Background: an optimization exercise with open tools, aiming at small area and a short achievable clock period. Do not read the settings as production practice. Where RTL was checked, it was by simulation tests only, not by an equivalence proof against the original. For run 1, only the layout was checked, not whether the RTL still works. Power is estimated from default activity; no workload was simulated.

### design/flow/config.mk
export PLATFORM = sky130hd
export DESIGN_NAME = top
export DESIGN_NICKNAME = top
export VERILOG_FILES = /design/flow/design.v
export SDC_FILE = /design/flow/constraint.sdc
export NUM_CORES = 4
export LEC_CHECK = 0
export CAP_MARGIN = 20
export CORE_MARGIN = 2
export CORE_UTILIZATION = 40
export SLEW_MARGIN = 20
### design/flow/constraint.sdc
create_clock -name core_clock -period 25.0 [get_ports {clk}]
set_input_delay 5.0000 -clock core_clock [delete_from_list [all_inputs] [get_ports {clk}]]
set_output_delay 5.0000 -clock core_clock [all_outputs]
set_load 0.01 [all_outputs]
### design/flow/design.v
module wallace_16bit(A, B, LO, HNZ);
input [15:0] A, B;
output [15:0] LO;    
output HNZ;          
wire pp_10_11 = A[10] & B[11];
wire pp_10_12 = A[10] & B[12];
wire pp_10_13 = A[10] & B[13];
wire pp_11_10 = A[11] & B[10];
wire pp_11_11 = A[11] & B[11];
wire pp_11_12 = A[11] & B[12];
wire pp_12_10 = A[12] & B[10];
wire pp_12_11 = A[12] & B[11];
wire pp_13_10 = A[13] & B[10];
wire pp_13_9 = A[13] & B[9];
wire pp_14_8 = A[14] & B[8];
wire pp_14_9 = A[14] & B[9];
wire pp_6_15 = A[6] & B[15];
wire pp_7_14 = A[7] & B[14];
wire pp_7_15 = A[7] & B[15];
wire pp_8_13 = A[8] & B[13];
wire pp_8_14 = A[8] & B[14];
wire pp_9_12 = A[9] & B[12];
wire pp_9_13 = A[9] & B[13];
wire pp_9_14 = A[9] & B[14];
wire wc113;
wire wc126;
wire wc127;
wire wc47;
wire wc48;
wire wc60;
wire wc61;
wire wc62;
wire wc74;
wire wc75;
wire ws113;
wire ws126;
wire ws127;
wire ws47;
wire ws48;
wire ws60;
wire ws61;
wire ws62;
wire ws74;
wire ws75;
assign {wc48,ws48} = pp_7_15 + pp_8_14;
assign {wc47,ws47} = pp_6_15 + pp_7_14 + pp_8_13;
assign {wc113,ws113} = ws48 + wc47;
assign {wc62,ws62} = pp_9_14 + pp_10_13 + pp_11_12;
assign {wc61,ws61} = pp_9_13 + pp_10_12 + pp_11_11;
assign {wc75,ws75} = pp_12_11 + pp_13_10 + pp_14_9;
assign {wc127,ws127} = ws62 + wc61 + ws75;
assign {wc60,ws60} = pp_9_12 + pp_10_11 + pp_11_10;
assign {wc74,ws74} = pp_12_10 + pp_13_9 + pp_14_8;
assign {wc126,ws126} = ws61 + wc60 + ws74;
wire e_s, e_c;
assign {e_c, e_s} = wc113 + ws127 + wc126;
wire [17:0] bx = {2'b00, B};
wire [8:0] b_neg, b_one, b_two;
genvar gj;
generate for (gj = 0; gj < 9; gj = gj + 1) begin : g_dig
  wire x0 = (gj == 0) ? 1'b0 : bx[2*gj-1];
  wire x1 = bx[2*gj], x2 = bx[2*gj+1];
  assign b_neg[gj] = x2;
  assign b_one[gj] = x1 ^ x0;
  assign b_two[gj] = (x2 & ~x1 & ~x0) | (~x2 & x1 & x0);
end endgenerate
wire [16:0] ax = {A, 1'b0};    
wire [16:0] az = {1'b0, A};    
wire [16:0] r0 = ((az & {17{b_one[0]}}) | (ax & {17{b_two[0]}})) ^ {17{b_neg[0]}};
wire [16:0] r1 = ((az & {17{b_one[1]}}) | (ax & {17{b_two[1]}})) ^ {17{b_neg[1]}};
wire [16:0] r2 = ((az & {17{b_one[2]}}) | (ax & {17{b_two[2]}})) ^ {17{b_neg[2]}};
wire [16:0] r3 = ((az & {17{b_one[3]}}) | (ax & {17{b_two[3]}})) ^ {17{b_neg[3]}};
wire [16:0] r4 = ((az & {17{b_one[4]}}) | (ax & {17{b_two[4]}})) ^ {17{b_neg[4]}};
wire [16:0] r5 = ((az & {17{b_one[5]}}) | (ax & {17{b_two[5]}})) ^ {17{b_neg[5]}};
wire [16:0] r6 = ((az & {17{b_one[6]}}) | (ax & {17{b_two[6]}})) ^ {17{b_neg[6]}};
wire [16:0] r7 = ((az & {17{b_one[7]}}) | (ax & {17{b_two[7]}})) ^ {17{b_neg[7]}};
wire [16:0] r8 = ((az & {17{b_one[8]}}) | (ax & {17{b_two[8]}})) ^ {17{b_neg[8]}};
wire hs0, hc0;
assign hs0 = b_neg[5] ^ r0[10];
assign hc0 = b_neg[5] & r0[10];
wire hs1, hc1;
assign hs1 = r0[11] ^ r1[9];
assign hc1 = r0[11] & r1[9];
wire fs2, fc2;
assign fs2 = b_neg[6] ^ r0[12] ^ r1[10];
assign fc2 = (b_neg[6] & r0[12]) | (b_neg[6] & r1[10]) | (r0[12] & r1[10]);
wire hs3, hc3;
assign hs3 = r2[8] ^ r3[6];
assign hc3 = r2[8] & r3[6];
wire fs4, fc4;
assign fs4 = r0[13] ^ r1[11] ^ r2[9];
assign fc4 = (r0[13] & r1[11]) | (r0[13] & r2[9]) | (r1[11] & r2[9]);
wire hs5, hc5;
assign hs5 = r3[7] ^ r4[5];
assign hc5 = r3[7] & r4[5];
wire fs6, fc6;
assign fs6 = b_neg[7] ^ r0[14] ^ r1[12];
assign fc6 = (b_neg[7] & r0[14]) | (b_neg[7] & r1[12]) | (r0[14] & r1[12]);
wire fs7, fc7;
assign fs7 = r2[10] ^ r3[8] ^ r4[6];
assign fc7 = (r2[10] & r3[8]) | (r2[10] & r4[6]) | (r3[8] & r4[6]);
wire hs8, hc8;
assign hs8 = r5[4] ^ r6[2];
assign hc8 = r5[4] & r6[2];
wire fs9, fc9;
assign fs9 = r0[15] ^ r1[13] ^ r2[11];
assign fc9 = (r0[15] & r1[13]) | (r0[15] & r2[11]) | (r1[13] & r2[11]);
wire fs10, fc10;
assign fs10 = r3[9] ^ r4[7] ^ r5[5];
assign fc10 = (r3[9] & r4[7]) | (r3[9] & r5[5]) | (r4[7] & r5[5]);
wire hs11, hc11;
assign hs11 = r6[3] ^ r7[1];
assign hc11 = r6[3] & r7[1];
wire fs12, fc12;
assign fs12 = r0[16] ^ r1[14] ^ r2[12];
assign fc12 = (r0[16] & r1[14]) | (r0[16] & r2[12]) | (r1[14] & r2[12]);
wire fs13, fc13;
assign fs13 = r3[10] ^ r4[8] ^ r5[6];
assign fc13 = (r3[10] & r4[8]) | (r3[10] & r5[6]) | (r4[8] & r5[6]);
wire fs14, fc14;
assign fs14 = r6[4] ^ r7[2] ^ r8[0];
assign fc14 = (r6[4] & r7[2]) | (r6[4] & r8[0]) | (r7[2] & r8[0]);
wire fs15, fc15;
assign fs15 = ~b_neg[0] ^ r1[15] ^ r2[13];
assign fc15 = (~b_neg[0] & r1[15]) | (~b_neg[0] & r2[13]) | (r1[15] & r2[13]);
wire fs16, fc16;
assign fs16 = r3[11] ^ r4[9] ^ r5[7];
assign fc16 = (r3[11] & r4[9]) | (r3[11] & r5[7]) | (r4[9] & r5[7]);
wire fs17, fc17;
assign fs17 = r6[5] ^ r7[3] ^ r8[1];
assign fc17 = (r6[5] & r7[3]) | (r6[5] & r8[1]) | (r7[3] & r8[1]);
wire fs18, fc18;
assign fs18 = r1[16] ^ r2[14] ^ r3[12];
assign fc18 = (r1[16] & r2[14]) | (r1[16] & r3[12]) | (r2[14] & r3[12]);
wire fs19, fc19;
assign fs19 = r4[10] ^ r5[8] ^ r6[6];
assign fc19 = (r4[10] & r5[8]) | (r4[10] & r6[6]) | (r5[8] & r6[6]);
wire hs20, hc20;
assign hs20 = r7[4] ^ r8[2];
assign hc20 = r7[4] & r8[2];
wire fs21, fc21;
assign fs21 = ~b_neg[1] ^ r2[15] ^ r3[13];
assign fc21 = (~b_neg[1] & r2[15]) | (~b_neg[1] & r3[13]) | (r2[15] & r3[13]);
wire fs22, fc22;
assign fs22 = r4[11] ^ r5[9] ^ r6[7];
assign fc22 = (r4[11] & r5[9]) | (r4[11] & r6[7]) | (r5[9] & r6[7]);
wire hs23, hc23;
assign hs23 = r7[5] ^ r8[3];
assign hc23 = r7[5] & r8[3];
wire fs24, fc24;
assign fs24 = r2[16] ^ r3[14] ^ r4[12];
assign fc24 = (r2[16] & r3[14]) | (r2[16] & r4[12]) | (r3[14] & r4[12]);
wire fs25, fc25;
assign fs25 = r5[10] ^ r6[8] ^ r7[6];
assign fc25 = (r5[10] & r6[8]) | (r5[10] & r7[6]) | (r6[8] & r7[6]);
wire fs26, fc26;
assign fs26 = ~b_neg[2] ^ r3[15] ^ r4[13];
assign fc26 = (~b_neg[2] & r3[15]) | (~b_neg[2] & r4[13]) | (r3[15] & r4[13]);
wire hs27, hc27;
assign hs27 = r5[11] ^ r6[9];
assign hc27 = r5[11] & r6[9];
wire fs28, fc28;
assign fs28 = r3[16] ^ r4[14] ^ r5[12];
assign fc28 = (r3[16] & r4[14]) | (r3[16] & r5[12]) | (r4[14] & r5[12]);
wire fs29, fc29;
assign fs29 = ~b_neg[3] ^ r4[15] ^ r5[13];
assign fc29 = (~b_neg[3] & r4[15]) | (~b_neg[3] & r5[13]) | (r4[15] & r5[13]);
wire hs30, hc30;
assign hs30 = r6[11] ^ r7[9];
assign hc30 = r6[11] & r7[9];
wire hs31, hc31;
assign hs31 = r4[16] ^ r5[14];
assign hc31 = r4[16] & r5[14];
wire hs32, hc32;
assign hs32 = b_neg[3] ^ r0[6];
assign hc32 = b_neg[3] & r0[6];
wire hs33, hc33;
assign hs33 = r0[7] ^ r1[5];
assign hc33 = r0[7] & r1[5];
wire fs34, fc34;
assign fs34 = b_neg[4] ^ r0[8] ^ r1[6];
assign fc34 = (b_neg[4] & r0[8]) | (b_neg[4] & r1[6]) | (r0[8] & r1[6]);
wire hs35, hc35;
assign hs35 = r2[4] ^ r3[2];
assign hc35 = r2[4] & r3[2];
wire fs36, fc36;
assign fs36 = r0[9] ^ r1[7] ^ r2[5];
assign fc36 = (r0[9] & r1[7]) | (r0[9] & r2[5]) | (r1[7] & r2[5]);
wire hs37, hc37;
assign hs37 = r3[3] ^ r4[1];
assign hc37 = r3[3] & r4[1];
wire fs38, fc38;
assign fs38 = r1[8] ^ r2[6] ^ r3[4];
assign fc38 = (r1[8] & r2[6]) | (r1[8] & r3[4]) | (r2[6] & r3[4]);
wire fs39, fc39;
assign fs39 = r4[2] ^ r5[0] ^ hs0;
assign fc39 = (r4[2] & r5[0]) | (r4[2] & hs0) | (r5[0] & hs0);
wire fs40, fc40;
assign fs40 = r2[7] ^ r3[5] ^ r4[3];
assign fc40 = (r2[7] & r3[5]) | (r2[7] & r4[3]) | (r3[5] & r4[3]);
wire fs41, fc41;
assign fs41 = r5[1] ^ hc0 ^ hs1;
assign fc41 = (r5[1] & hc0) | (r5[1] & hs1) | (hc0 & hs1);
wire fs42, fc42;
assign fs42 = r4[4] ^ r5[2] ^ r6[0];
assign fc42 = (r4[4] & r5[2]) | (r4[4] & r6[0]) | (r5[2] & r6[0]);
wire fs43, fc43;
assign fs43 = hc1 ^ hs3 ^ fs2;
assign fc43 = (hc1 & hs3) | (hc1 & fs2) | (hs3 & fs2);
wire fs44, fc44;
assign fs44 = r5[3] ^ r6[1] ^ hc3;
assign fc44 = (r5[3] & r6[1]) | (r5[3] & hc3) | (r6[1] & hc3);
wire fs45, fc45;
assign fs45 = hs5 ^ fc2 ^ fs4;
assign fc45 = (hs5 & fc2) | (hs5 & fs4) | (fc2 & fs4);
wire fs46, fc46;
assign fs46 = r7[0] ^ hc5 ^ hs8;
assign fc46 = (r7[0] & hc5) | (r7[0] & hs8) | (hc5 & hs8);
wire fs47, fc47;
assign fs47 = fc4 ^ fs6 ^ fs7;
assign fc47 = (fc4 & fs6) | (fc4 & fs7) | (fs6 & fs7);
wire fs48, fc48;
assign fs48 = hc8 ^ hs11 ^ fc6;
assign fc48 = (hc8 & hs11) | (hc8 & fc6) | (hs11 & fc6);
wire fs49, fc49;
assign fs49 = fc7 ^ fs9 ^ fs10;
assign fc49 = (fc7 & fs9) | (fc7 & fs10) | (fs9 & fs10);
wire fs50, fc50;
assign fs50 = hc11 ^ fc9 ^ fc10;
assign fc50 = (hc11 & fc9) | (hc11 & fc10) | (fc9 & fc10);
wire fs51, fc51;
assign fs51 = fs12 ^ fs13 ^ fs14;
assign fc51 = (fs12 & fs13) | (fs12 & fs14) | (fs13 & fs14);
wire fs52, fc52;
assign fs52 = fc12 ^ fc13 ^ fc14;
assign fc52 = (fc12 & fc13) | (fc12 & fc14) | (fc13 & fc14);
wire fs53, fc53;
assign fs53 = fs15 ^ fs16 ^ fs17;
assign fc53 = (fs15 & fs16) | (fs15 & fs17) | (fs16 & fs17);
wire fs54, fc54;
assign fs54 = hs20 ^ fc15 ^ fc16;
assign fc54 = (hs20 & fc15) | (hs20 & fc16) | (fc15 & fc16);
wire fs55, fc55;
assign fs55 = fc17 ^ fs18 ^ fs19;
assign fc55 = (fc17 & fs18) | (fc17 & fs19) | (fs18 & fs19);
wire fs56, fc56;
assign fs56 = hc20 ^ hs23 ^ fc18;
assign fc56 = (hc20 & hs23) | (hc20 & fc18) | (hs23 & fc18);
wire fs57, fc57;
assign fs57 = fc19 ^ fs21 ^ fs22;
assign fc57 = (fc19 & fs21) | (fc19 & fs22) | (fs21 & fs22);
wire fs58, fc58;
assign fs58 = r8[4] ^ hc23 ^ fc21;
assign fc58 = (r8[4] & hc23) | (r8[4] & fc21) | (hc23 & fc21);
wire fs59, fc59;
assign fs59 = fc22 ^ fs24 ^ fs25;
assign fc59 = (fc22 & fs24) | (fc22 & fs25) | (fs24 & fs25);
wire fs60, fc60;
assign fs60 = r7[7] ^ r8[5] ^ hs27;
assign fc60 = (r7[7] & r8[5]) | (r7[7] & hs27) | (r8[5] & hs27);
wire fs61, fc61;
assign fs61 = fc24 ^ fc25 ^ fs26;
assign fc61 = (fc24 & fc25) | (fc24 & fs26) | (fc25 & fs26);
wire fs62, fc62;
assign fs62 = r6[10] ^ r7[8] ^ r8[6];
assign fc62 = (r6[10] & r7[8]) | (r6[10] & r8[6]) | (r7[8] & r8[6]);
wire fs63, fc63;
assign fs63 = hc27 ^ fc26 ^ fs28;
assign fc63 = (hc27 & fc26) | (hc27 & fs28) | (fc26 & fs28);
wire fs64, fc64;
assign fs64 = r8[7] ^ hs30 ^ fc28;
assign fc64 = (r8[7] & hs30) | (r8[7] & fc28) | (hs30 & fc28);
wire fs65, fc65;
assign fs65 = fs29 ^ e_c ^ ~e_s;
assign fc65 = (fs29 & e_c) | (fs29 & ~e_s) | (e_c & ~e_s);
wire fs66, fc66;
assign fs66 = r6[12] ^ r7[10] ^ r8[8];
assign fc66 = (r6[12] & r7[10]) | (r6[12] & r8[8]) | (r7[10] & r8[8]);
wire fs67, fc67;
assign fs67 = hc30 ^ hs31 ^ fc29;
assign fc67 = (hc30 & hs31) | (hc30 & fc29) | (hs31 & fc29);
wire fs68, fc68;
assign fs68 = ~b_neg[4] ^ r5[15] ^ r6[13];
assign fc68 = (~b_neg[4] & r5[15]) | (~b_neg[4] & r6[13]) | (r5[15] & r6[13]);
wire fs69, fc69;
assign fs69 = r7[11] ^ r8[9] ^ hc31;
assign fc69 = (r7[11] & r8[9]) | (r7[11] & hc31) | (r8[9] & hc31);
wire fs70, fc70;
assign fs70 = r5[16] ^ r6[14] ^ r7[12];
assign fc70 = (r5[16] & r6[14]) | (r5[16] & r7[12]) | (r6[14] & r7[12]);
wire hs71, hc71;
assign hs71 = ~b_neg[5] ^ r6[15];
assign hc71 = ~b_neg[5] & r6[15];
wire hs72, hc72;
assign hs72 = b_neg[2] ^ r0[4];
assign hc72 = b_neg[2] & r0[4];
wire hs73, hc73;
assign hs73 = r0[5] ^ r1[3];
assign hc73 = r0[5] & r1[3];
wire fs74, fc74;
assign fs74 = r1[4] ^ r2[2] ^ r3[0];
assign fc74 = (r1[4] & r2[2]) | (r1[4] & r3[0]) | (r2[2] & r3[0]);
wire fs75, fc75;
assign fs75 = r2[3] ^ r3[1] ^ hc32;
assign fc75 = (r2[3] & r3[1]) | (r2[3] & hc32) | (r3[1] & hc32);
wire fs76, fc76;
assign fs76 = r4[0] ^ hc33 ^ hs35;
assign fc76 = (r4[0] & hc33) | (r4[0] & hs35) | (hc33 & hs35);
wire fs77, fc77;
assign fs77 = hc35 ^ hs37 ^ fc34;
assign fc77 = (hc35 & hs37) | (hc35 & fc34) | (hs37 & fc34);
wire fs78, fc78;
assign fs78 = hc37 ^ fc36 ^ fs38;
assign fc78 = (hc37 & fc36) | (hc37 & fs38) | (fc36 & fs38);
wire fs79, fc79;
assign fs79 = fc38 ^ fs40 ^ fc39;
assign fc79 = (fc38 & fs40) | (fc38 & fc39) | (fs40 & fc39);
wire fs80, fc80;
assign fs80 = fc40 ^ fs42 ^ fc41;
assign fc80 = (fc40 & fs42) | (fc40 & fc41) | (fs42 & fc41);
wire fs81, fc81;
assign fs81 = fc42 ^ fs44 ^ fc43;
assign fc81 = (fc42 & fs44) | (fc42 & fc43) | (fs44 & fc43);
wire fs82, fc82;
assign fs82 = fc44 ^ fs46 ^ fc45;
assign fc82 = (fc44 & fs46) | (fc44 & fc45) | (fs46 & fc45);
wire fs83, fc83;
assign fs83 = fc46 ^ fc47 ^ fs48;
assign fc83 = (fc46 & fc47) | (fc46 & fs48) | (fc47 & fs48);
wire fs84, fc84;
assign fs84 = fc48 ^ fc49 ^ fs50;
assign fc84 = (fc48 & fc49) | (fc48 & fs50) | (fc49 & fs50);
wire fs85, fc85;
assign fs85 = fc50 ^ fc51 ^ fs52;
assign fc85 = (fc50 & fc51) | (fc50 & fs52) | (fc51 & fs52);
wire fs86, fc86;
assign fs86 = fc52 ^ fc53 ^ fs54;
assign fc86 = (fc52 & fc53) | (fc52 & fs54) | (fc53 & fs54);
wire fs87, fc87;
assign fs87 = fc54 ^ fc55 ^ fs56;
assign fc87 = (fc54 & fc55) | (fc54 & fs56) | (fc55 & fs56);
wire fs88, fc88;
assign fs88 = fc56 ^ fc57 ^ fs58;
assign fc88 = (fc56 & fc57) | (fc56 & fs58) | (fc57 & fs58);
wire fs89, fc89;
assign fs89 = fs60 ^ fc58 ^ fc59;
assign fc89 = (fs60 & fc58) | (fs60 & fc59) | (fc58 & fc59);
wire fs90, fc90;
assign fs90 = fs62 ^ fc60 ^ fc61;
assign fc90 = (fs62 & fc60) | (fs62 & fc61) | (fc60 & fc61);
wire fs91, fc91;
assign fs91 = fc62 ^ fc63 ^ fs64;
assign fc91 = (fc62 & fc63) | (fc62 & fs64) | (fc63 & fs64);
wire fs92, fc92;
assign fs92 = fs66 ^ fc64 ^ fs67;
assign fc92 = (fs66 & fc64) | (fs66 & fs67) | (fc64 & fs67);
wire fs93, fc93;
assign fs93 = fc66 ^ fs68 ^ fs69;
assign fc93 = (fc66 & fs68) | (fc66 & fs69) | (fs68 & fs69);
wire fs94, fc94;
assign fs94 = r8[10] ^ fc68 ^ fs70;
assign fc94 = (r8[10] & fc68) | (r8[10] & fs70) | (fc68 & fs70);
wire fs95, fc95;
assign fs95 = r7[13] ^ r8[11] ^ hs71;
assign fc95 = (r7[13] & r8[11]) | (r7[13] & hs71) | (r8[11] & hs71);
wire fs96, fc96;
assign fs96 = r6[16] ^ r7[14] ^ r8[12];
assign fc96 = (r6[16] & r7[14]) | (r6[16] & r8[12]) | (r7[14] & r8[12]);
wire hs97, hc97;
assign hs97 = ~b_neg[6] ^ r7[15];
assign hc97 = ~b_neg[6] & r7[15];
wire hs98, hc98;
assign hs98 = b_neg[1] ^ r0[2];
assign hc98 = b_neg[1] & r0[2];
wire hs99, hc99;
assign hs99 = r0[3] ^ r1[1];
assign hc99 = r0[3] & r1[1];
wire fs100, fc100;
assign fs100 = r1[2] ^ r2[0] ^ hs72;
assign fc100 = (r1[2] & r2[0]) | (r1[2] & hs72) | (r2[0] & hs72);
wire fs101, fc101;
assign fs101 = r2[1] ^ hc72 ^ hs73;
assign fc101 = (r2[1] & hc72) | (r2[1] & hs73) | (hc72 & hs73);
wire fs102, fc102;
assign fs102 = hc73 ^ hs32 ^ fs74;
assign fc102 = (hc73 & hs32) | (hc73 & fs74) | (hs32 & fs74);
wire fs103, fc103;
assign fs103 = hs33 ^ fc74 ^ fs75;
assign fc103 = (hs33 & fc74) | (hs33 & fs75) | (fc74 & fs75);
wire fs104, fc104;
assign fs104 = fs34 ^ fc75 ^ fs76;
assign fc104 = (fs34 & fc75) | (fs34 & fs76) | (fc75 & fs76);
wire fs105, fc105;
assign fs105 = fs36 ^ fc76 ^ fs77;
assign fc105 = (fs36 & fc76) | (fs36 & fs77) | (fc76 & fs77);
wire fs106, fc106;
assign fs106 = fs39 ^ fc77 ^ fs78;
assign fc106 = (fs39 & fc77) | (fs39 & fs78) | (fc77 & fs78);
wire fs107, fc107;
assign fs107 = fs41 ^ fc78 ^ fs79;
assign fc107 = (fs41 & fc78) | (fs41 & fs79) | (fc78 & fs79);
wire fs108, fc108;
assign fs108 = fs43 ^ fc79 ^ fs80;
assign fc108 = (fs43 & fc79) | (fs43 & fs80) | (fc79 & fs80);
wire fs109, fc109;
assign fs109 = fs45 ^ fc80 ^ fs81;
assign fc109 = (fs45 & fc80) | (fs45 & fs81) | (fc80 & fs81);
wire fs110, fc110;
assign fs110 = fs47 ^ fc81 ^ fs82;
assign fc110 = (fs47 & fc81) | (fs47 & fs82) | (fc81 & fs82);
wire fs111, fc111;
assign fs111 = fs49 ^ fc82 ^ fs83;
assign fc111 = (fs49 & fc82) | (fs49 & fs83) | (fc82 & fs83);
wire fs112, fc112;
assign fs112 = fs51 ^ fc83 ^ fs84;
assign fc112 = (fs51 & fc83) | (fs51 & fs84) | (fc83 & fs84);
wire fs113, fc113;
assign fs113 = fs53 ^ fc84 ^ fs85;
assign fc113 = (fs53 & fc84) | (fs53 & fs85) | (fc84 & fs85);
wire fs114, fc114;
assign fs114 = fs55 ^ fc85 ^ fs86;
assign fc114 = (fs55 & fc85) | (fs55 & fs86) | (fc85 & fs86);
wire fs115, fc115;
assign fs115 = fs57 ^ fc86 ^ fs87;
assign fc115 = (fs57 & fc86) | (fs57 & fs87) | (fc86 & fs87);
wire fs116, fc116;
assign fs116 = fs59 ^ fc87 ^ fs88;
assign fc116 = (fs59 & fc87) | (fs59 & fs88) | (fc87 & fs88);
wire fs117, fc117;
assign fs117 = fs61 ^ fc88 ^ fs89;
assign fc117 = (fs61 & fc88) | (fs61 & fs89) | (fc88 & fs89);
wire fs118, fc118;
assign fs118 = fs63 ^ fc89 ^ fs90;
assign fc118 = (fs63 & fc89) | (fs63 & fs90) | (fc89 & fs90);
wire fs119, fc119;
assign fs119 = fc90 ^ fs91 ^ fs65;
assign fc119 = (fc90 & fs91) | (fc90 & fs65) | (fs91 & fs65);
wire fs120, fc120;
assign fs120 = fc91 ^ fs92 ^ fc65;
assign fc120 = (fc91 & fs92) | (fc91 & fc65) | (fs92 & fc65);
wire fs121, fc121;
assign fs121 = fc67 ^ fs93 ^ fc92;
assign fc121 = (fc67 & fs93) | (fc67 & fc92) | (fs93 & fc92);
wire fs122, fc122;
assign fs122 = fc69 ^ fs94 ^ fc93;
assign fc122 = (fc69 & fs94) | (fc69 & fc93) | (fs94 & fc93);
wire fs123, fc123;
assign fs123 = fc70 ^ fs95 ^ fc94;
assign fc123 = (fc70 & fs95) | (fc70 & fc94) | (fs95 & fc94);
wire fs124, fc124;
assign fs124 = hc71 ^ fs96 ^ fc95;
assign fc124 = (hc71 & fs96) | (hc71 & fc95) | (fs96 & fc95);
wire fs125, fc125;
assign fs125 = r8[13] ^ hs97 ^ fc96;
assign fc125 = (r8[13] & hs97) | (r8[13] & fc96) | (hs97 & fc96);
wire fs126, fc126;
assign fs126 = r7[16] ^ r8[14] ^ hc97;
assign fc126 = (r7[16] & r8[14]) | (r7[16] & hc97) | (r8[14] & hc97);
wire hs127, hc127;
assign hs127 = ~b_neg[7] ^ r8[15];
assign hc127 = ~b_neg[7] & r8[15];
wire [31:0] X = {fc126, fc125, fc124, fc123, fc122, fc121, fc120, fc119, fc118, fc117, fc116, fc115, fc114, fc113, fc112, fc111, fc110, fc109, fc108, fc107, fc106, fc105, fc104, fc103, fc102, fc101, fc100, hc99, hc98, hs98, r0[1], b_neg[0]};
wire [31:0] Y = {hs127, fs126, fs125, fs124, fs123, fs122, fs121, fs120, fs119, fs118, fs117, fs116, fs115, fs114, fs113, fs112, fs111, fs110, fs109, fs108, fs107, fs106, fs105, fs104, fs103, fs102, fs101, fs100, hs99, r1[0], 1'b0, r0[0]};
wire cout;
assign {cout, LO} = X[15:0] + Y[15:0];
localparam [15:0] K = 16'hab2a;
wire [15:0] xh = X[31:16], yh = Y[31:16];
wire [15:0] t = xh ^ yh ^ K;    
wire [15:0] g = (K & xh & yh) | (~K & (xh | yh));   
wire loc = &(~(g[14:0] ^ t[15:1]));
assign HNZ = ~(loc & (cout == t[0]));
endmodule
`timescale 1ns / 1ps
module top(data_in,clk,interrupt,reset,data_out,
           pm_addr,pm_rdata,dm_en,dm_we,dm_addr,dm_wdata,dm_rdata);
input[15:0] data_in;
input clk,reset,interrupt;
output[15:0] data_out;
output [15:0] pm_addr;		 
input  [31:0] pm_rdata;		 
output dm_en,dm_we;		 
output [15:0] dm_addr,dm_wdata;	 
input  [15:0] dm_rdata;		 
reg         stall_pm;
reg  [31:0] ins_prv;
wire [31:0] ins = reset ? (stall_pm ? ins_prv : pm_rdata) : 32'd0;
wire [5:0]  op  = ins[31:26];
wire [4:0]  RA  = ins[20:16];
wire [4:0]  RB  = ins[15:11];
reg sq, sq1, sq2;
wire st_jump = ~op[5] & op[4] & op[3] & op[2] & ~sq1;
wire st_ld   = (op == 6'b010100) & ~sq2;
wire st_hlt  = (op == 6'b010001);
wire stall   = st_jump | st_ld | st_hlt;
always @(posedge clk) begin
  sq       <= st_jump;
  sq1      <= reset & sq;
  sq2      <= st_ld;
  stall_pm <= stall;
end
reg  [5:0]  op_dec;
reg  [15:0] imm;
reg         imm_sel;
reg         q1, q2, q3, q4, q5;
reg         mem_rw_ex, mem_en_ex, mem_mux_sel_dm;
reg  [4:0]  reg1, reg2, RW_dm;
reg  [4:0]  RA_q;
wire [4:0]  RB_q = imm[15:11];
wire d_jmp   = (op == 6'b011000);
wire d_condj = (op[5:2] == 4'b0111);
wire d_ld    = (op == 6'b010100);
wire d_st    = (op == 6'b010101);
wire d_imm   = (op[5:3] == 3'b001);
wire keep    = ~(d_jmp | d_condj | q1);
wire [4:0] RWm = ins[25:21] & {5{keep}};
wire [4:0] RAm = RA & {5{keep}};
wire [4:0] RBm = RB & {5{keep}};
wire [4:0] reg2_n = reset ? reg1 : 5'd0;
wire [4:0] RW_n   = reset ? reg2 : RW_dm;
wire [4:0] reg4_n = reset ? RW_dm : 5'd0;
wire a_ex = (reg2_n == RAm);
wire a_dm = ~a_ex & (RW_n == RAm);
wire a_wb = ~a_ex & ~a_dm & (reg4_n == RAm);
wire b_ex = (reg2_n == RBm);
wire b_dm = ~b_ex & (RW_n == RBm);
wire b_wb = ~b_ex & ~b_dm & (reg4_n == RBm);
wire q5_n = reset & q5;	 
reg sA_ex, sA_exo, sA_rd, sA_wb, sA_bk;
reg sB_ex, sB_exo, sB_rd, sB_wb, sB_bk;
reg byA, byB;		 
always @(posedge clk) begin
  q1      <= d_ld & ~q1;
  op_dec  <= op;
  imm     <= ins[15:0];
  imm_sel <= d_imm;
  q2      <= ins[26];
  q3      <= d_ld & ~q3;
  q4      <= d_st;
  reg1    <= RWm;
  RA_q    <= RA;
  mem_rw_ex      <= reset & q2;
  mem_en_ex      <= reset & (q3 | q4);
  q5             <= reset & ~q2 & (q3 | q4);
  mem_mux_sel_dm <= reset & q5;
  reg2    <= reg2_n;
  RW_dm   <= RW_n;
  sA_ex  <= a_ex;
  sA_exo <= a_dm & ~q5_n;
  sA_rd  <= a_dm & q5_n;
  sA_wb  <= a_wb;
  sA_bk  <= ~a_ex & ~a_dm & ~a_wb;
  sB_ex  <= ~d_imm & b_ex;
  sB_exo <= ~d_imm & b_dm & ~q5_n;
  sB_rd  <= ~d_imm & b_dm & q5_n;
  sB_wb  <= ~d_imm & b_wb;
  sB_bk  <= ~d_imm & ~b_ex & ~b_dm & ~b_wb;
  byA    <= ~reset | (RA == RW_dm);
  byB    <= ~reset | (RB == RW_dm);
end
reg  [15:0] ans_ex, Ex_out, ans_wb;
wire [15:0] ans_dm = mem_mux_sel_dm ? dm_rdata : Ex_out;
reg  [15:0] rf [1:31];
wire [15:0] rf_wd = ans_dm & {16{reset}};
integer k;
always @(posedge clk) begin
  for (k = 1; k < 32; k = k + 1)
    if (!reset || RW_dm == k) rf[k] <= rf_wd;
end
function [15:0] rf_rd(input [4:0] a);
  integer i;
  begin
    rf_rd = (a == 5'd0) ? 16'd8 : 16'd0;
    for (i = 1; i < 32; i = i + 1)
      rf_rd = rf_rd | (rf[i] & {16{a == i}});
  end
endfunction
wire [15:0] AR = byA ? ans_wb : rf_rd(RA_q);
wire [15:0] BR = byB ? ans_wb : rf_rd(RB_q);
wire [15:0] A_e = ({16{sA_ex}} & ans_ex) | ({16{sA_exo}} & Ex_out) |
                  ({16{sA_wb}} & ans_wb) | ({16{sA_bk}} & AR);
wire [15:0] B_e = ({16{sB_ex}} & ans_ex) | ({16{sB_exo}} & Ex_out) |
                  ({16{sB_wb}} & ans_wb) | ({16{sB_bk}} & BR) | ({16{imm_sel}} & imm);
wire [15:0] A = sA_rd ? dm_rdata : A_e;
wire [15:0] B = sB_rd ? dm_rdata : B_e;
wire        sub = op_dec[0];
wire [15:0] Bx  = B ^ {16{sub}};
wire [15:0] sum = A + Bx + {15'd0, sub};
wire        b3_15 = sub ? (~B[15] ^ (B[14:0] == 15'd0)) : B[15];
wire        ovf_add = (A[15] == b3_15) & (sum[15] != A[15]);
wire        sh_l   = (op_dec == 6'b011001);
wire        sh_a   = (op_dec == 6'b011011);
wire        sh_big = (B[15:4] != 12'd0);
wire [3:0]  shn    = B[3:0];
function [15:0] rev16(input [15:0] x);
  integer i;
  for (i = 0; i < 16; i = i + 1) rev16[i] = x[15-i];
endfunction
wire [15:0] sh_in  = sh_l ? rev16(A) : A;
wire        sh_f   = sh_a & A[15];
wire [15:0] st1    = shn[0] ? {sh_f, sh_in[15:1]} : sh_in;
wire [15:0] st2    = shn[1] ? {{2{sh_f}}, st1[15:2]} : st1;
wire [15:0] st3    = shn[2] ? {{4{sh_f}}, st2[15:4]} : st2;
wire [15:0] st4    = shn[3] ? {{8{sh_f}}, st3[15:8]} : st3;
wire [15:0] sh_r   = st4 & {16{~(sh_big & ~sh_a)}};	 
wire [15:0] sh_out = sh_l ? rev16(sh_r) : sh_r;
wire [15:0] mul_lo;
wire        mul_hnz;
wallace_16bit w1(A, B, mul_lo, mul_hnz);
reg [15:0] ans_tmp;
always @(*) begin
  case (op_dec)
    6'b000000, 6'b000001, 6'b001000, 6'b001001: ans_tmp = sum;
    6'b000010, 6'b001010: ans_tmp = B;
    6'b000100, 6'b001100: ans_tmp = A & B;
    6'b000101, 6'b001101: ans_tmp = A | B;
    6'b000110, 6'b001110: ans_tmp = A ^ B;
    6'b000111, 6'b001111: ans_tmp = ~B;
    6'b010100, 6'b010101: ans_tmp = A;
    6'b010110: ans_tmp = data_in;
    6'b011001, 6'b011010, 6'b011011: ans_tmp = sh_out;
    6'b111111: ans_tmp = mul_lo;
    default:   ans_tmp = ans_ex;
  endcase
end
wire addsub = (op_dec[5:4] == 2'b00) & (op_dec[2:1] == 2'b00);
wire ovf = addsub ? ovf_add : (op_dec == 6'b111111) ? mul_hnz : 1'b0;
wire [1:0] flag_ex = {ans_tmp == 16'd0, ovf};
reg [15:0] DM_data, data_out;
always @(posedge clk) begin
  ans_ex   <= reset ? ans_tmp : 16'd0;
  data_out <= reset ? ((op_dec == 6'b010111) ? A : data_out) : 16'd0;
  DM_data  <= B;	 
  Ex_out   <= reset ? ans_ex : 16'd0;
  ans_wb   <= reset ? ans_dm : 16'd0;
end
reg         jsel;
reg  [15:0] cat;		 
reg  [15:0] hold_address;
reg         run;		 
wire j_v   = (op == 6'b011100);
wire j_nv  = (op == 6'b011101);
wire j_z   = (op == 6'b011110);
wire j_nz  = (op == 6'b011111);
wire j_mp  = (op == 6'b011000);
wire j_ret = (op == 6'b010000);
wire j_unc = j_mp | j_ret | jsel;
wire taken = j_unc | (j_v & flag_ex[0]) | (j_nv & ~flag_ex[0]) |
             (j_z & flag_ex[1]) | (j_nz & ~flag_ex[1]);
wire [15:0] jmp_loc = j_ret ? cat : (jsel ? 16'hf000 : ins[15:0]);
wire [15:0] next_address = run ? hold_address + 16'd1 : 16'd0;
wire [15:0] CAJ     = stall ? hold_address : next_address;
assign pm_addr = reset ? (taken ? jmp_loc : CAJ) : 16'd0;
wire [15:0] pc_inc = pm_addr + 16'd1;
always @(posedge clk) begin
  jsel         <= reset & interrupt;
  cat          <= reset ? (interrupt ? pc_inc : cat) : 16'd0;
  hold_address <= pm_addr;
  run          <= reset;
  ins_prv      <= ins;
end
assign dm_en    = mem_en_ex;
assign dm_we    = mem_rw_ex;
assign dm_addr  = ans_ex;
assign dm_wdata = DM_data;
endmodule
### design/flow/flow/run.sh
#!/bin/bash
# Own layout flow: the standard ORFS flow, with
#  * the standard synthesis, except that the final ABC mapping uses
#    flow/abc_map.script (area-recovering mapping) instead of ORFS's speed
#    script; registers are mapped before ABC, so they are the standard ones;
#  * port buffers of a faster cell;
#  * a clock tree of mid-size buffers without dummy loads;
#  * a setup-repair margin, so that repair_timing works below the clock period.
# make's output is in make_standard.log, each step's log in orfs/logs/.
set -euo pipefail
cd "$(dirname "$0")/.."
W=$(pwd)
{
  cat <<'EOT'
# Use the flow's own ABC script for the technology mapping.
proc abc {args} {
  set i [lsearch -exact $args -script]
  if {$i >= 0} { lset args [expr {$i + 1}] $::env(OWN_ABC_SCRIPT) }
  yosys abc {*}$args
}
EOT
  cat synth_recipe.tcl
} > own_synth.tcl
export OWN_ABC_SCRIPT=$W/flow/abc_map.script
bash standard.sh \
  "SYNTH_SCRIPT=$W/own_synth.tcl" \
  "BUFFER_PORTS_ARGS=-buffer_cell sky130_fd_sc_hd__buf_2" \
  "CTS_ARGS=-sink_clustering_enable -repair_clock_nets -buf_list sky130_fd_sc_hd__clkbuf_8 -sink_clustering_size 12 -sink_clustering_max_diameter 60 -dont_use_dummy_load" \
  "SETUP_SLACK_MARGIN=12" \
  finish > make_standard.log 2>&1
### design/flow/flow/abc_map.script
&get -n
&st
&dch -f
&nf -R 1000
&st
&dch -f
&nf -R 1000
&put
buffer -c
topo
stime -c
upsize -c
dnsize -c
### design/flow/standard.sh
#!/bin/bash
# synth_recipe.tcl (not shown) runs the flow's synth.tcl, then flattens the netlist and writes it again
# the make line also repeats each setting of config.mk as NAME=value (left out here)
make -C /OpenROAD-flow-scripts/flow DESIGN_CONFIG=/design/flow/config.mk WORK_HOME=/design/flow/orfs CLKGATE_MAP_FILE= SYNTH_SCRIPT=/design/flow/synth_recipe.tcl "${@:-finish}"
==> metrics.md, run 1 <==
| Metric | Value |
|---|---|
| Sequential share of power | `23.5%` |
| Wire per inst | `34.9 um` |
| Hold Buf Count CTS | `0` |
| Sw power | `2720 uW` |
| # IOs | `133` |
| IO Port Bufs | `132` |
| Post-synth top cells | `496 x edfxtp_1, 257 x nor2_1, 230 x clkbuf_1` |
| Critical path peak fanout | `9` |
| Final nets | `4201` |
| Sequential-to-total area share from yosys stat | `47.5%` |
| Unique masters post-synth | `87` |
| Top cell type's share of synthesized area | `38.0%` |
| Die W | `317 um` |
| Final setup viols | `0` |
| Buf/Inv on CP | `9` |
| Mapped Nets | `3953` |
| Adder-Cell Fraction of Synth Area | `8.89%` |
| Fin area | `46200 um2` |
| Die area | `100000 um2` |
| Placed cell areas | `42400 um2` |
| Pwr dens | `129 nW/um2` |
| # clock sinks | `681` |
| Final Cycle Share | `65.1%` |
| Layout cells sized above 1 | `21.0%` |
| Syn Std Cell Area | `39200 um2` |
| Post-synth EDFFs | `496` |
| Number of register bits inferred by synthesis | `681` |
| Tmin final | `16270 ps` |
| Status | `no timing/DRC/antenna violations` |
| Cell taking the most area after synthesis | `edfxtp_1` |
| Largest net degree at the start of global routing | `61` |
| Cell with the most instances after synthesis | `edfxtp_1` |
| Antenna Nets Post-Route | `0` |
| Worst hold-check path type | `reg -> reg` |
| Syn Area/Cell | `10.7 um2` |
| Worst skew pair latency | `760 ps` |
| Critical path capture point type | `output pin` |
| Via count | `36293` |
| Register area | `18600 um2` |
| TNS Setup | `0 ps` |
| First-pass DRT Iterations | `8` |
| Routed Wire Length | `181000 um` |
| Core footprint | `96900 um2` |
| Reg clk slew, reported paths | `70 ps` |
| Detailed Route Iter0 Violations | `7459` |
| Vias/cell | `6.98` |
| Max rail drop VDD | `0.289 mV` |
| Skew final | `143 ps` |
| Compound-Gate Fraction of Synth Area | `21.8%` |
| Final Util | `47.8%` |
| Largest cells by area after synthesis | `edfxtp_1 38%, dfxtp_1 9.5%, fa_1 5.6%` |
| H-tree depth | `3` |
| Clock power frac | `11.0%` |
| Fill cells | `8712` |
| DR DRC count | `0` |
| Total track usage | `35.2%` |
| Root cell of the clock tree | `clkbuf_8` |
| Yosys warns | `2` |
| Worst setup SP type | `input port` |
| P&R area growth vs syn | `18.0%` |
| CTS buffer count | `75` |
| DP Wirelength | `106000 um` |
| Max-cap viol count | `0` |
| Global placer's final weighted congestion | `0.937` |
| Comb pwr share | `65.5%` |
| RSZ-0062 raised after global routing | `yes` |
| Multiplexer share of the synthesized area | `1.37%` |
| Critical Path Max Stage Delay | `560 ps` |
| Cells after Synth | `3673` |
| Crit Path Class | `in -> out` |
| Ys flop type | `edfxtp_1` |
| Initial Util | `40.5%` |
| CP required | `20000 ps` |
| Hold Vio Cnt, Final | `0` |
| Antenna violations before repair | `13` |
| TritonCTS clock tree | `yes` |
| Fmax | `0.0615 GHz` |
| Slew Limit Fails | `0` |
| Vias in the first global route | `33991` |
| Max Root-Sink Buffers | `3` |
| First-pass GRT wire length | `252000 um` |
| Total gr overflow | `0` |
| Simple-gate share of the synthesized area | `10.6%` |
| Max-slew headroom | `12.8%` |
| Crit path arrival time | `11270 ps` |
| Switching share of total power | `45.7%` |
| Internal power | `3230 uW` |
| Largest family of logic cells by synthesized area | `compound AO/OA/AOI/OAI gates` |
| Leak pwr | `0.0174 uW` |
| Post-Synth XOR/XNOR Area | `4.92%` |
| DIE HEIGHT | `317 um` |
| Worst slew pin tran | `1300 ps` |
| Multi-input logic area | `20300 um2` |
| Kind of cell adding the most delay to the critical path | `compound AO/OA/AOI/OAI gates` |
| Row count | `114` |
| Worst path slowest cell | `fa_1` |
| Asr flop ratio synth | `0%` |
-- worst register-to-register path: cells and delay by family (launching register included) --
kind | cells | cell delay (ps)
XOR/XNOR | 4 | 720
AO/OA/AOI/OAI | 9 | 1400
flip-flops | 1 | 830
AND/OR/NAND/NOR | 15 | 4230
buffers and inverters | 10 | 1550
adder cells (fa/ha/maj) | 5 | 2090
-- layout by cell type, fill, tap and decap left out, types with 97 or more instances in the layout --
cell type    n
nand4_1     99
a21oi_1    146
buf_4      288
dfxtp_1    185
inv_1      157
a22o_1      99
buf_2      115
fa_1        97
edfxtp_1   496
o21ai_0    163
a22oi_1    201
nand2_1    177
nor2_1     242
xnor2_1    181
a221oi_1   115
o22ai_1    107
-- cells by family after synthesis --
| family | count (synthesis) |
|---|---|
| and+or+nand+nor | 836 |
| muxes | 53 |
| adders and majority gates | 213 |
| buffers and inverters | 485 |
| AOI/OAI and AO/OA | 1185 |
| DFF | 681 |
| xor gates and xnor gates | 220 |
-- registers in the layout (all words and copies together), names as in the netlist, 16 cells and up --
register,flops
ans_wb,16
cat,16
Ex_out,16
data_out,16
rf,496
DM_data,16
hold_address,16
ans_ex,16
-- layer usage --
metal	part of all wire [%]	vias to the layer above	track usage, %
met5	0.057	-	0
met4	6.7	12	18.8
met3	17	791	13.5
met2	40	3448	49.2
met1	36	17494	47.0
li1	-	14548	-
-- worst paths after layout --
| check | startpoint | to | slack (ps) | cells after the start |
|---|---|---|---|---|
| setup reg to reg | imm[12] | cat[15] | 14020 | 43 |
| setup / recovery | dm_rdata[1] | pm_addr[8] | 8730 | 34 |
| hold reg to reg | sq2 | sq2 | 410 | 1 |
| hold / removal | sq2 | sq2 | 410 | 1 |
-- what timing repair did --
action | in CTS | in global routing
buffers inserted | 126 | 23
cloned | 13 | 0
pin swaps | 53 | 43
endpoints found under the setup margin | 16 | 16
resized for setup | 199 | 61
-- metrics by stage --
stage          instances  hold slack (ps)  power, uW  worst slack (ps)
3_5_place_dp        4956              400       4560              7280
4_1_cts             5170              408       5710              8810
6_report            5199              409       5940              8730
2_1_floorplan       3673              380       3650              9430
3_3_place_gp        4956              389       4550              7440
5_1_grt             5196              434       6360              8560
-- power groups by stage --
stage	clock [uW]	combinational, uW	sequential [uW]
floorplan	0	2280	1380
global placement	0	3140	1410
detailed placement	0	3150	1410
CTS	657	3660	1390
global route	697	4270	1400
finish	656	3890	1400
-- cell type report --
cell class                      count  share of cell area, %
Inverter                          191                   1.77
Timing Repair inverter              1                 0.0352
Clock buffer                       75                   2.23
Sequential cell                   681                   40.2
Antenna cell                        4                 0.0216
Multi-Input combinational cell   2508                   44.0
Tap cell                         1276                   3.45
Timing Repair Buffer              463                   8.31
==> inputs of run 2 (changes only) <==
--- a/design/flow/design.v
+++ b/design/flow/design.v
@@ -525,9 +525,12 @@
 wire b_dm = ~b_ex & (RW_n == RBm);
 wire b_wb = ~b_ex & ~b_dm & (reg4_n == RBm);
 wire q5_n = reset & q5;	 
+wire a_bk = ~a_ex & ~a_dm & ~a_wb;
+wire b_bk = ~b_ex & ~b_dm & ~b_wb;
+wire a_by = (RA == RW_dm);
+wire b_by = (RB == RW_dm);
 reg sA_ex, sA_exo, sA_rd, sA_wb, sA_bk;
 reg sB_ex, sB_exo, sB_rd, sB_wb, sB_bk;
-reg byA, byB;		 
 always @(posedge clk) begin
   q1      <= d_ld & ~q1;
   op_dec  <= op;
@@ -547,15 +550,13 @@
   sA_ex  <= a_ex;
   sA_exo <= a_dm & ~q5_n;
   sA_rd  <= a_dm & q5_n;
-  sA_wb  <= a_wb;
-  sA_bk  <= ~a_ex & ~a_dm & ~a_wb;
+  sA_wb  <= a_wb | (a_bk & a_by);
+  sA_bk  <= a_bk & ~a_by;
   sB_ex  <= ~d_imm & b_ex;
   sB_exo <= ~d_imm & b_dm & ~q5_n;
   sB_rd  <= ~d_imm & b_dm & q5_n;
-  sB_wb  <= ~d_imm & b_wb;
-  sB_bk  <= ~d_imm & ~b_ex & ~b_dm & ~b_wb;
-  byA    <= ~reset | (RA == RW_dm);
-  byB    <= ~reset | (RB == RW_dm);
+  sB_wb  <= ~d_imm & (b_wb | (b_bk & b_by));
+  sB_bk  <= ~d_imm & b_bk & ~b_by;
 end
 reg  [15:0] ans_ex, Ex_out, ans_wb;
 wire [15:0] ans_dm = mem_mux_sel_dm ? dm_rdata : Ex_out;
@@ -574,8 +575,8 @@
       rf_rd = rf_rd | (rf[i] & {16{a == i}});
   end
 endfunction
-wire [15:0] AR = byA ? ans_wb : rf_rd(RA_q);
-wire [15:0] BR = byB ? ans_wb : rf_rd(RB_q);
+wire [15:0] AR = rf_rd(RA_q);
+wire [15:0] BR = rf_rd(RB_q);
 wire [15:0] A_e = ({16{sA_ex}} & ans_ex) | ({16{sA_exo}} & Ex_out) |
                   ({16{sA_wb}} & ans_wb) | ({16{sA_bk}} & AR);
 wire [15:0] B_e = ({16{sB_ex}} & ans_ex) | ({16{sB_exo}} & Ex_out) |
@@ -606,25 +607,39 @@
 wire [15:0] mul_lo;
 wire        mul_hnz;
 wallace_16bit w1(A, B, mul_lo, mul_hnz);
-reg [15:0] ans_tmp;
+reg [15:0] ans_nm;	 
 always @(*) begin
   case (op_dec)
-    6'b000000, 6'b000001, 6'b001000, 6'b001001: ans_tmp = sum;
-    6'b000010, 6'b001010: ans_tmp = B;
-    6'b000100, 6'b001100: ans_tmp = A & B;
-    6'b000101, 6'b001101: ans_tmp = A | B;
-    6'b000110, 6'b001110: ans_tmp = A ^ B;
-    6'b000111, 6'b001111: ans_tmp = ~B;
-    6'b010100, 6'b010101: ans_tmp = A;
-    6'b010110: ans_tmp = data_in;
-    6'b011001, 6'b011010, 6'b011011: ans_tmp = sh_out;
-    6'b111111: ans_tmp = mul_lo;
-    default:   ans_tmp = ans_ex;
+    6'b000000, 6'b000001, 6'b001000, 6'b001001: ans_nm = sum;
+    6'b000010, 6'b001010: ans_nm = B;
+    6'b000100, 6'b001100: ans_nm = A & B;
+    6'b000101, 6'b001101: ans_nm = A | B;
+    6'b000110, 6'b001110: ans_nm = A ^ B;
+    6'b000111, 6'b001111: ans_nm = ~B;
+    6'b010100, 6'b010101: ans_nm = A;
+    6'b010110: ans_nm = data_in;
+    6'b011001, 6'b011010, 6'b011011: ans_nm = sh_out;
+    default:   ans_nm = ans_ex;
   endcase
 end
+wire        mulop   = (op_dec == 6'b111111);
+wire [15:0] ans_tmp = mulop ? mul_lo : ans_nm;
+wire [16:0] tza, tzb;	 
+assign tza[0] = 1'b1;
+assign tzb[0] = 1'b1;
+genvar gi;
+generate for (gi = 1; gi <= 16; gi = gi + 1) begin : g_tz
+  assign tza[gi] = tza[gi-1] & ~A[gi-1];
+  assign tzb[gi] = tzb[gi-1] & ~B[gi-1];
+end endgenerate
+wire [16:0] tzab;
+generate for (gi = 0; gi <= 16; gi = gi + 1) begin : g_tzab
+  assign tzab[gi] = tza[gi] & tzb[16-gi];
+end endgenerate
+wire zero = mulop ? (|tzab) : (ans_nm == 16'd0);
 wire addsub = (op_dec[5:4] == 2'b00) & (op_dec[2:1] == 2'b00);
-wire ovf = addsub ? ovf_add : (op_dec == 6'b111111) ? mul_hnz : 1'b0;
-wire [1:0] flag_ex = {ans_tmp == 16'd0, ovf};
+wire ovf = addsub ? ovf_add : mulop ? mul_hnz : 1'b0;
+wire [1:0] flag_ex = {zero, ovf};
 reg [15:0] DM_data, data_out;
 always @(posedge clk) begin
   ans_ex   <= reset ? ans_tmp : 16'd0;
@@ -646,14 +661,14 @@
 wire j_unc = j_mp | j_ret | jsel;
 wire taken = j_unc | (j_v & flag_ex[0]) | (j_nv & ~flag_ex[0]) |
              (j_z & flag_ex[1]) | (j_nz & ~flag_ex[1]);
-wire [15:0] jmp_loc = j_ret ? cat : (jsel ? 16'hf000 : ins[15:0]);
+wire [15:0] jmp_loc = j_ret ? cat_eff : (jsel ? 16'hf000 : ins[15:0]);
 wire [15:0] next_address = run ? hold_address + 16'd1 : 16'd0;
 wire [15:0] CAJ     = stall ? hold_address : next_address;
-assign pm_addr = reset ? (taken ? jmp_loc : CAJ) : 16'd0;
-wire [15:0] pc_inc = pm_addr + 16'd1;
+wire [15:0] cat_eff = jsel ? next_address : cat;
+assign pm_addr = taken ? (jmp_loc & {16{reset}}) : (CAJ & {16{reset}});
 always @(posedge clk) begin
   jsel         <= reset & interrupt;
-  cat          <= reset ? (interrupt ? pc_inc : cat) : 16'd0;
+  cat          <= reset ? cat_eff : 16'd0;
   hold_address <= pm_addr;
   run          <= reset;
   ins_prv      <= ins;
--- a/design/flow/flow/run.sh
+++ b/design/flow/flow/run.sh
@@ -3,7 +3,8 @@
 #  * the standard synthesis, except that the final ABC mapping uses
 #    flow/abc_map.script (area-recovering mapping) instead of ORFS's speed
 #    script; registers are mapped before ABC, so they are the standard ones;
-#  * port buffers of a faster cell;
+#  * port buffers of the smallest buffer cell (repair sizes the critical ones);
+#  * a higher core utilization;
 #  * a clock tree of mid-size buffers without dummy loads;
 #  * a setup-repair margin, so that repair_timing works below the clock period.
 # make's output is in make_standard.log, each step's log in orfs/logs/.
@@ -24,7 +25,8 @@
 export OWN_ABC_SCRIPT=$W/flow/abc_map.script
 bash standard.sh \
   "SYNTH_SCRIPT=$W/own_synth.tcl" \
-  "BUFFER_PORTS_ARGS=-buffer_cell sky130_fd_sc_hd__buf_2" \
+  "BUFFER_PORTS_ARGS=-buffer_cell sky130_fd_sc_hd__buf_1" \
   "CTS_ARGS=-sink_clustering_enable -repair_clock_nets -buf_list sky130_fd_sc_hd__clkbuf_8 -sink_clustering_size 12 -sink_clustering_max_diameter 60 -dont_use_dummy_load" \
   "SETUP_SLACK_MARGIN=12" \
+  "CORE_UTILIZATION=50" \
   finish > make_standard.log 2>&1
==> design/flow/flow/abc_map.script (replaced) <==
&get -n
&st
&dc2
&dch -f
&nf -R 1000
&st
&dch -f
&nf -R 1000
&put
==> metrics.md, run 2 <==
| Metric | Value |
|---|---|
| Reg clk slew, reported paths | `70 ps (about the same)` |
| Yosys warns | `2 (unchanged)` |
| Worst hold-check path type | `reg -> reg` |
| Leak pwr | `0.0160 uW (-7.6%)` |
| Pwr dens | `125 nW/um2 (-2.4%)` |
| Largest Register | `rf` |
| Final setup viols | `0 (unchanged)` |
| Vias in the first global route | `34920 (+2.7%)` |
| Met3 wire len | `31800 um (+5.2%)` |
| Hold Vio Cnt, Final | `0 (unchanged)` |
| Mapped Nets | `3611 (-8.7%)` |
| Syn Area/Cell | `11.2 um2 (+4.8%)` |
| Worst slew pin tran | `1090 ps (-212 ps)` |
| FF-to-FF setup slack | `15860 ps (+1840 ps)` |
| Multi-input logic area | `20100 um2 (-1.3%)` |
| Asr flop ratio synth | `0% (unchanged)` |
| # IOs | `133 (unchanged)` |
| Critical R2R Capture | `hold_address[13]` |
| P&R area growth vs syn | `21.5%` |
| Top Layer Used | `met5` |
| Cells after Synth | `3332 (-9.3%)` |
| Number of register bits inferred by synthesis | `679 (-0.29%)` |
| Hold depth | `1 (unchanged)` |
| Routed Wire Length | `179000 um (-1.1%)` |
| Max rail drop VDD | `0.254 mV (-12%)` |
| Post-synth EDFFs | `496 (unchanged)` |
| Initial Util | `50.3% (+9.8 points)` |
| Register area | `18600 um2 (-0.21%)` |
| Hold Worst Slack | `402 ps (-7.25 ps)` |
| Layout cells sized above 1 | `18.8% (-2.2 points)` |
| R2R cell count | `34 (-21%)` |
| Cell with the most instances after synthesis | `edfxtp_1` |
| Via count | `36661 (+1.0%)` |
| Final Cycle Share | `64.2% (-0.92 points)` |
| DIE HEIGHT | `277 um (-13%)` |
| Most common cell after layout, fill and taps aside | `edfxtp_1` |
| CTS buffer count | `72 (-4.0%)` |
| Detailed Route Iter0 Violations | `8050 (+7.9%)` |
| Row count | `100 (-12%)` |
| Tmin final | `16040 ps (-231 ps)` |
| TNS Setup | `0 ps (unchanged)` |
| Root cell of the clock tree | `clkbuf_8` |
| Largest register FFs | `496 (unchanged)` |
| Finished Layout Cells | `4840 (-6.9%)` |
| Fill cells | `6062 (-30%)` |
| Worst setup SP type | `input port` |
| Crit path arrival time | `11040 ps (-230 ps)` |
| Core footprint | `74100 um2 (-24%)` |
| TritonCTS clock tree | `yes` |
| Worst skew pair latency | `730 ps (-30 ps)` |
| Fmax | `0.0623 GHz (+1.4%)` |
| Skew final | `138 ps (-5.79 ps)` |
| Hold EP | `sq` |
| IO Port Bufs | `132 (unchanged)` |
| Final nets | `4137 (-1.5%)` |
| Most frequent cells in the layout | `496 x edfxtp_1, 286 x nor2_1, 251 x buf_4` |
| Syn Std Cell Area | `37200 um2 (-4.9%)` |
| Slew Limit Fails | `0 (unchanged)` |
| Ys flop type | `edfxtp_1` |
| Metal-1 WL | `62600 um (-5.1%)` |
| Unique masters post-synth | `60 (-31%)` |
| First-pass GRT wire length | `248000 um (-1.5%)` |
| Critical path peak fanout | `11 (+2)` |
| Die W | `277 um (-13%)` |
| Antenna violations before repair | `14 (+1)` |
| First-pass DRT Iterations | `11 (+3)` |
| Max-cap viol count | `0 (unchanged)` |
| Sequential-to-total area share from yosys stat | `49.8% (+2.4 points)` |
| Cell taking the most area after synthesis | `edfxtp_1` |
| Crit Path Class | `in -> out` |
| Global placer's final weighted congestion | `0.993 (+6.0%)` |
| Placed Cells | `4604 (-7.1%)` |
| Status | `no timing/DRC/antenna violations` |
| Post-synth top cells | `496 x edfxtp_1, 308 x nor2_1, 210 x a22oi_1` |
| Antenna Nets Post-Route | `0 (unchanged)` |
| Met2 routed WL | `71300 um (-2.3%)` |
| Vias/cell | `7.57 (+8.5%)` |
| DP Wirelength | `104000 um (-2.3%)` |
| Total track usage | `45.0% (+9.7 points)` |
| RSZ-0062 raised after global routing | `yes` |
| Wire per inst | `37.1 um (+6.3%)` |
| Max-slew headroom | `27.6% (+15 points)` |
| DR DRC count | `0 (unchanged)` |
| Hold path start | `sq1` |
| FF-to-FF Start | `imm[11]` |
| Largest cells by area after synthesis | `edfxtp_1 40%, dfxtp_1 9.8%, fa_1 5.9%` |
| CP required | `20000 ps (about the same)` |
| Critical path capture point type | `output pin` |
| Max Root-Sink Buffers | `3 (unchanged)` |
| # clock sinks | `679 (-0.29%)` |
| Total gr overflow | `0 (unchanged)` |
| H-tree depth | `3 (unchanged)` |
| Largest net degree at the start of global routing | `76 (+25%)` |
| Die area | `76700 um2 (-24%)` |
| Top cell type's share of synthesized area | `40.0% (+2.0 points)` |
[run 2: cell count changes in the layout (fill, tap and decap cells not counted), sizes merged, moves of 20 or more]
cell	previous run	this run
clkinv	4	166
a222oi	85	116
o21ai	197	165
nand3	30	55
nand4	99	79
buf	455	430
a22o	99	67
nor2	259	308
inv	184	8
[run 2: cell families after synthesis]
logic type | after synthesis | share of synthesized area (%)
muxes | 41 | 1.11
xor gates and xnor gates | 195 | 4.59
AOI/OAI and AO/OA | 1182 | 22.7
adders and majority gates | 212 | 9.32
buffers and inverters | 175 | 1.76
DFF | 679 | 49.8
and+or+nand+nor | 848 | 10.7
[run 2: metrics by stage]
stage	area (um2)	util [%]	total power (uW)	setup slack (ps)
6_report	45300	61.1	5680	8960
4_1_cts	44300	59.8	5260	8960
3_5_place_dp	41300	55.7	4080	7450
2_1_floorplan	37600	-	3230	9150
3_3_place_gp	41200	55.7	4020	7600
5_1_grt	45200	61.1	5930	8850
[run 2: layout make-up]
| class | count | area share [%] |
|---|---|---|
| clock buffers | 72 | 2.19 |
| diodes | 15 | 0.0829 |
| inverters | 175 | 1.82 |
| well taps | 969 | 2.68 |
| multi-input cells | 2483 | 44.3 |
| repair buffers | 445 | 7.81 |
| repair inverters | 2 | 0.0719 |
| flip-flops and latches | 679 | 41.0 |
[run 2: repair_timing]
action / 4_1_cts / 5_1_grt
gates cloned: 11 / 6
endpoints found under the setup margin: 16 / 16
setup buffers: 102 / 28
pin swaps: 103 / 72
resized for setup: 232 / 105
hold buffers: 0 / 0
[run 2: per-layer routing]
| metal | vias up | track usage (%) |
|---|---|---|
| li1 | 14421 | - |
| met5 | - | 0.938 |
| met4 | 12 | 26.4 |
| met3 | 971 | 21.1 |
| met1 | 17636 | 57.6 |
| met2 | 3621 | 61.7 |
[run 2: worst max path at each step]
| stage | slack, ps | endpoint | from |
|---|---|---|---|
| finish | 8960 | pm_addr[3] | dm_rdata[9] |
| global route | 8850 | pm_addr[1] | dm_rdata[9] |
| CTS | 8960 | pm_addr[10] | dm_rdata[7] |
| detailed placement | 7450 | pm_addr[3] | dm_rdata[11] |
| global placement | 7600 | pm_addr[13] | dm_rdata[2] |
| floorplan | 9150 | pm_addr[0] | dm_rdata[3] |
[run 2: critical path, stage by stage]
cell       delay [ps]
buf_1             200
o22ai_4           110
buf_12            180
nand2_1           100
nor2_2             60
nor2_4            280
buf_4             200
clkbuf_16         140
o22ai_2            80
xnor2_1           150
ha_1              320
fa_1              600
fa_1              450
fa_2              600
ha_4              230
a21o_1            240
a21oi_4           190
xnor2_4           160
nor3_4            100
o22ai_4           260
nor4_4             70
nor3_4            350
and4b_4           460
nor2_1            110
a211oi_2          190
buf_2             170
[run 2: report_power, final]
group	leakage [uW]	switching, uW	internal [uW]
registers	0.00663	79.8	1300
logic	0.00889	2060	1590
clock network	0.000518	385	256
total	0.0160	2530	3150
==> inputs of run 3 (changes only) <==
--- a/design/flow/flow/run.sh
+++ b/design/flow/flow/run.sh
@@ -28,5 +28,5 @@
   "BUFFER_PORTS_ARGS=-buffer_cell sky130_fd_sc_hd__buf_1" \
   "CTS_ARGS=-sink_clustering_enable -repair_clock_nets -buf_list sky130_fd_sc_hd__clkbuf_8 -sink_clustering_size 12 -sink_clustering_max_diameter 60 -dont_use_dummy_load" \
   "SETUP_SLACK_MARGIN=12" \
-  "CORE_UTILIZATION=50" \
+  "CORE_UTILIZATION=55" \
   finish > make_standard.log 2>&1
==> design/flow/flow/abc_map.script (replaced) <==
&get -n
&st
&dch -f
&nf -R 1000
&st
&dch -f
&nf -R 1000
&put
==> metrics.md, run 3 <==
| Metric | Value |
|---|---|
| TritonCTS clock tree | `yes` |
| Max-cap viol count | `0 (unchanged)` |
| Yosys warns | `2 (unchanged)` |
| Antenna violations before repair | `9 (-5)` |
| Die W | `265 um (-4.5%)` |
| IO Port Bufs | `132 (unchanged)` |
| Vias in the first global route | `34993 (+0.21%)` |
| Row count | `95 (-5.0%)` |
| Most common cell after layout, fill and taps aside | `edfxtp_1` |
| Final nets | `4149 (+0.29%)` |
| Critical R2R Capture | `hold_address[3]` |
| RSZ-0062 raised after global routing | `yes` |
| Largest net degree at the start of global routing | `79 (+3.9%)` |
| Finished Layout Cells | `4746 (-1.9%)` |
| Unique masters post-synth | `56 (-6.7%)` |
| Final Cycle Share | `63.9% (-0.31 points)` |
| Root cell of the clock tree | `clkbuf_8` |
| Skew final | `123 ps (-15.1 ps)` |
| DP Wirelength | `102000 um (-1.5%)` |
| Largest Register | `rf` |
| Cell taking the most area after synthesis | `edfxtp_1` |
| Core footprint | `67200 um2 (-9.3%)` |
| First-pass GRT wire length | `243000 um (-1.8%)` |
| Largest cells by area after synthesis | `edfxtp_1 40%, dfxtp_1 9.8%, fa_1 5.8%` |
| Total power | `5540 uW (-2.5%)` |
| First-pass DRT Iterations | `15 (+4)` |
| Fmax | `0.0626 GHz (+0.49%)` |
| Pwr dens | `123 nW/um2 (-2.1%)` |
| Total track usage | `48.4% (+3.5 points)` |
| Final setup viols | `0 (unchanged)` |
| TNS Setup | `0 ps (unchanged)` |
| Worst hold-check path type | `reg -> reg` |
| Worst setup SP type | `input port` |
| Number of register bits inferred by synthesis | `679 (unchanged)` |
| Post-route setup slack | `9040 ps (+77.7 ps)` |
| # clock sinks | `679 (unchanged)` |
| Antenna Nets Post-Route | `0 (unchanged)` |
| Worst skew pair latency | `720 ps (about the same)` |
| FF-to-FF setup slack | `15810 ps (-50 ps)` |
| Max Root-Sink Buffers | `3 (unchanged)` |
| Vias/cell | `7.70 (+1.6%)` |
| Worst path slowest cell | `fa_1` |
| Critical path capture point type | `output pin` |
| Post-synth top cells | `496 x edfxtp_1, 285 x nor2_1, 227 x a22oi_1` |
| Worst slew pin tran | `1080 ps (-5.74 ps)` |
| CP required | `20000 ps (about the same)` |
| Cell with the most instances after synthesis | `edfxtp_1` |
| Cells after Synth | `3347 (+0.45%)` |
| Syn Area/Cell | `11.2 um2 (-0.24%)` |
| Placed Cells | `4510 (-2.0%)` |
| Critical Path Max Stage Delay | `570 ps (-30 ps)` |
| Post-synth EDFFs | `496 (unchanged)` |
| Ys flop type | `edfxtp_1` |
| P&R area growth vs syn | `20.9%` |
| Placed cell areas | `41100 um2 (-0.47%)` |
| Hold path start | `sq2` |
| Wire per inst | `36.8 um (-0.71%)` |
| Global placer's final weighted congestion | `1.00 (+0.92%)` |
| # IOs | `133 (unchanged)` |
| Crit Path Class | `in -> out` |
| Total gr overflow | `0 (unchanged)` |
| Top cell by count, worst path | `fa_1` |
| Hold depth | `1 (unchanged)` |
| Die area | `70000 um2 (-8.8%)` |
| Initial Util | `55.6% (+5.3 points)` |
| Top cell type's share of synthesized area | `39.9% (-0.082 points)` |
| Syn Std Cell Area | `37300 um2 (+0.20%)` |
| Hold EP | `sq2` |
| R2R cell count | `35 (+2.9%)` |
| Placement Setup Slack | `7190 ps (-256 ps)` |
| Status | `no timing/DRC/antenna violations` |
| Fin area | `45100 um2 (-0.33%)` |
| Slew Limit Fails | `0 (unchanged)` |
| H-tree depth | `3 (unchanged)` |
| Reg clk slew, reported paths | `80 ps (about the same)` |
| Detailed Route Iter0 Violations | `8208 (+2.0%)` |
| Mapped Nets | `3626 (+0.42%)` |
| Routed Wire Length | `175000 um (-2.6%)` |
| CTS buffer count | `71 (-1.4%)` |
| Max rail drop VDD | `0.308 mV (+21%)` |
| Most frequent cells in the layout | `496 x edfxtp_1, 268 x nor2_1, 251 x buf_4` |
| Max-slew headroom | `27.4% (-0.22 points)` |
| Asr flop ratio synth | `0% (unchanged)` |
| DIE HEIGHT | `265 um (-4.5%)` |
| Layout cells sized above 1 | `18.7% (-0.058 points)` |
| Largest register FFs | `496 (unchanged)` |
| Tmin final | `15960 ps (-77.7 ps)` |
| Crit path arrival time | `10960 ps (-80 ps)` |
| Sequential-to-total area share from yosys stat | `49.7% (-0.10 points)` |
| Via count | `36528 (-0.36%)` |
| Critical path peak fanout | `7 (-4)` |
| Hold Vio Cnt, Final | `0 (unchanged)` |
| DR DRC count | `0 (unchanged)` |
| Leak pwr | `0.0162 uW (+1.3%)` |
| FF-to-FF Start | `imm[13]` |
==> run 3: cell families (layout without fill, tap and decap cells) <==
| group | Yosys count | count (layout) | share of synthesized area [%] |
|---|---|---|---|
| AOI/OAI and AO/OA | 1176 | 1177 | 22.3 |
| xor gates and xnor gates | 203 | 203 | 4.76 |
| adders and majority gates | 212 | 212 | 9.30 |
| buffers and inverters | 169 | 686 | 1.70 |
| DFF | 679 | 679 | 49.7 |
| muxes | 58 | 58 | 1.56 |
| other | 0 | 5 | 0 |
| and+or+nand+nor | 850 | 853 | 10.7 |
==> run 3: worst max-delay path: cells and delay by family <==
kind            cells  cell delay (ps)
fa+ha+maj           5             2160
xor+xnor            1              170
buf+inv             5              820
simple gates        6              970
compound gates      9             1820
==> run 3: final cells by class <==
class	count	area, um2
fillers	5131	22000
multi-input cells	2503	20100
flip-flops and latches	679	18600
repair buffers	444	3510
well taps	873	1090
clock buffers	71	977
inverters	169	815
repair inverters	2	25.0
diodes	5	12.5
==> run 3: what timing repair did <==
item,4_1_cts,5_1_grt
endpoints found under the hold margin,0,0
gates resized for setup,284,84
cloned,14,2
hold buffers,0,0
pin swaps,129,68
endpoints found under the setup margin,16,16
setup buffers,106,37
==> run 3: worst max path at each step <==
stage	to	slack (ps)	from
floorplan	pm_addr[0]	8960	dm_rdata[3]
global route	pm_addr[8]	8800	dm_rdata[0]
global placement	pm_addr[14]	7460	dm_rdata[1]
CTS	pm_addr[6]	9160	dm_rdata[7]
finish	pm_addr[8]	9040	dm_rdata[11]
detailed placement	pm_addr[14]	7190	dm_rdata[5]
==> run 3: metal layers <==
layer | track usage [%] | vias up | routed length (um)
met4 | 28.5 | 14 | 13200
met3 | 23.2 | 1031 | 32400
met2 | 66.1 | 3787 | 69500
met1 | 62.2 | 17314 | 59300
li1 | - | 14382 | -
met5 | 0.624 | - | 102
==> run 3: stage by stage <==
stage / utilization [%] / hold slack (ps)
3_5_place_dp: 61.1 / 392
3_3_place_gp: 61.1 / 388
2_1_floorplan: - / 379
5_1_grt: 67.2 / 421
6_report: 67.2 / 405
4_1_cts: 66.0 / 403
==> run 3: power breakdown <==
part	leakage [uW]	internal (uW)	switching (uW)
Sequential	0.00663	1300	80.0
Combinational	0.00911	1470	2050
Clock	0.000511	253	381
Total	0.0162	3030	2510
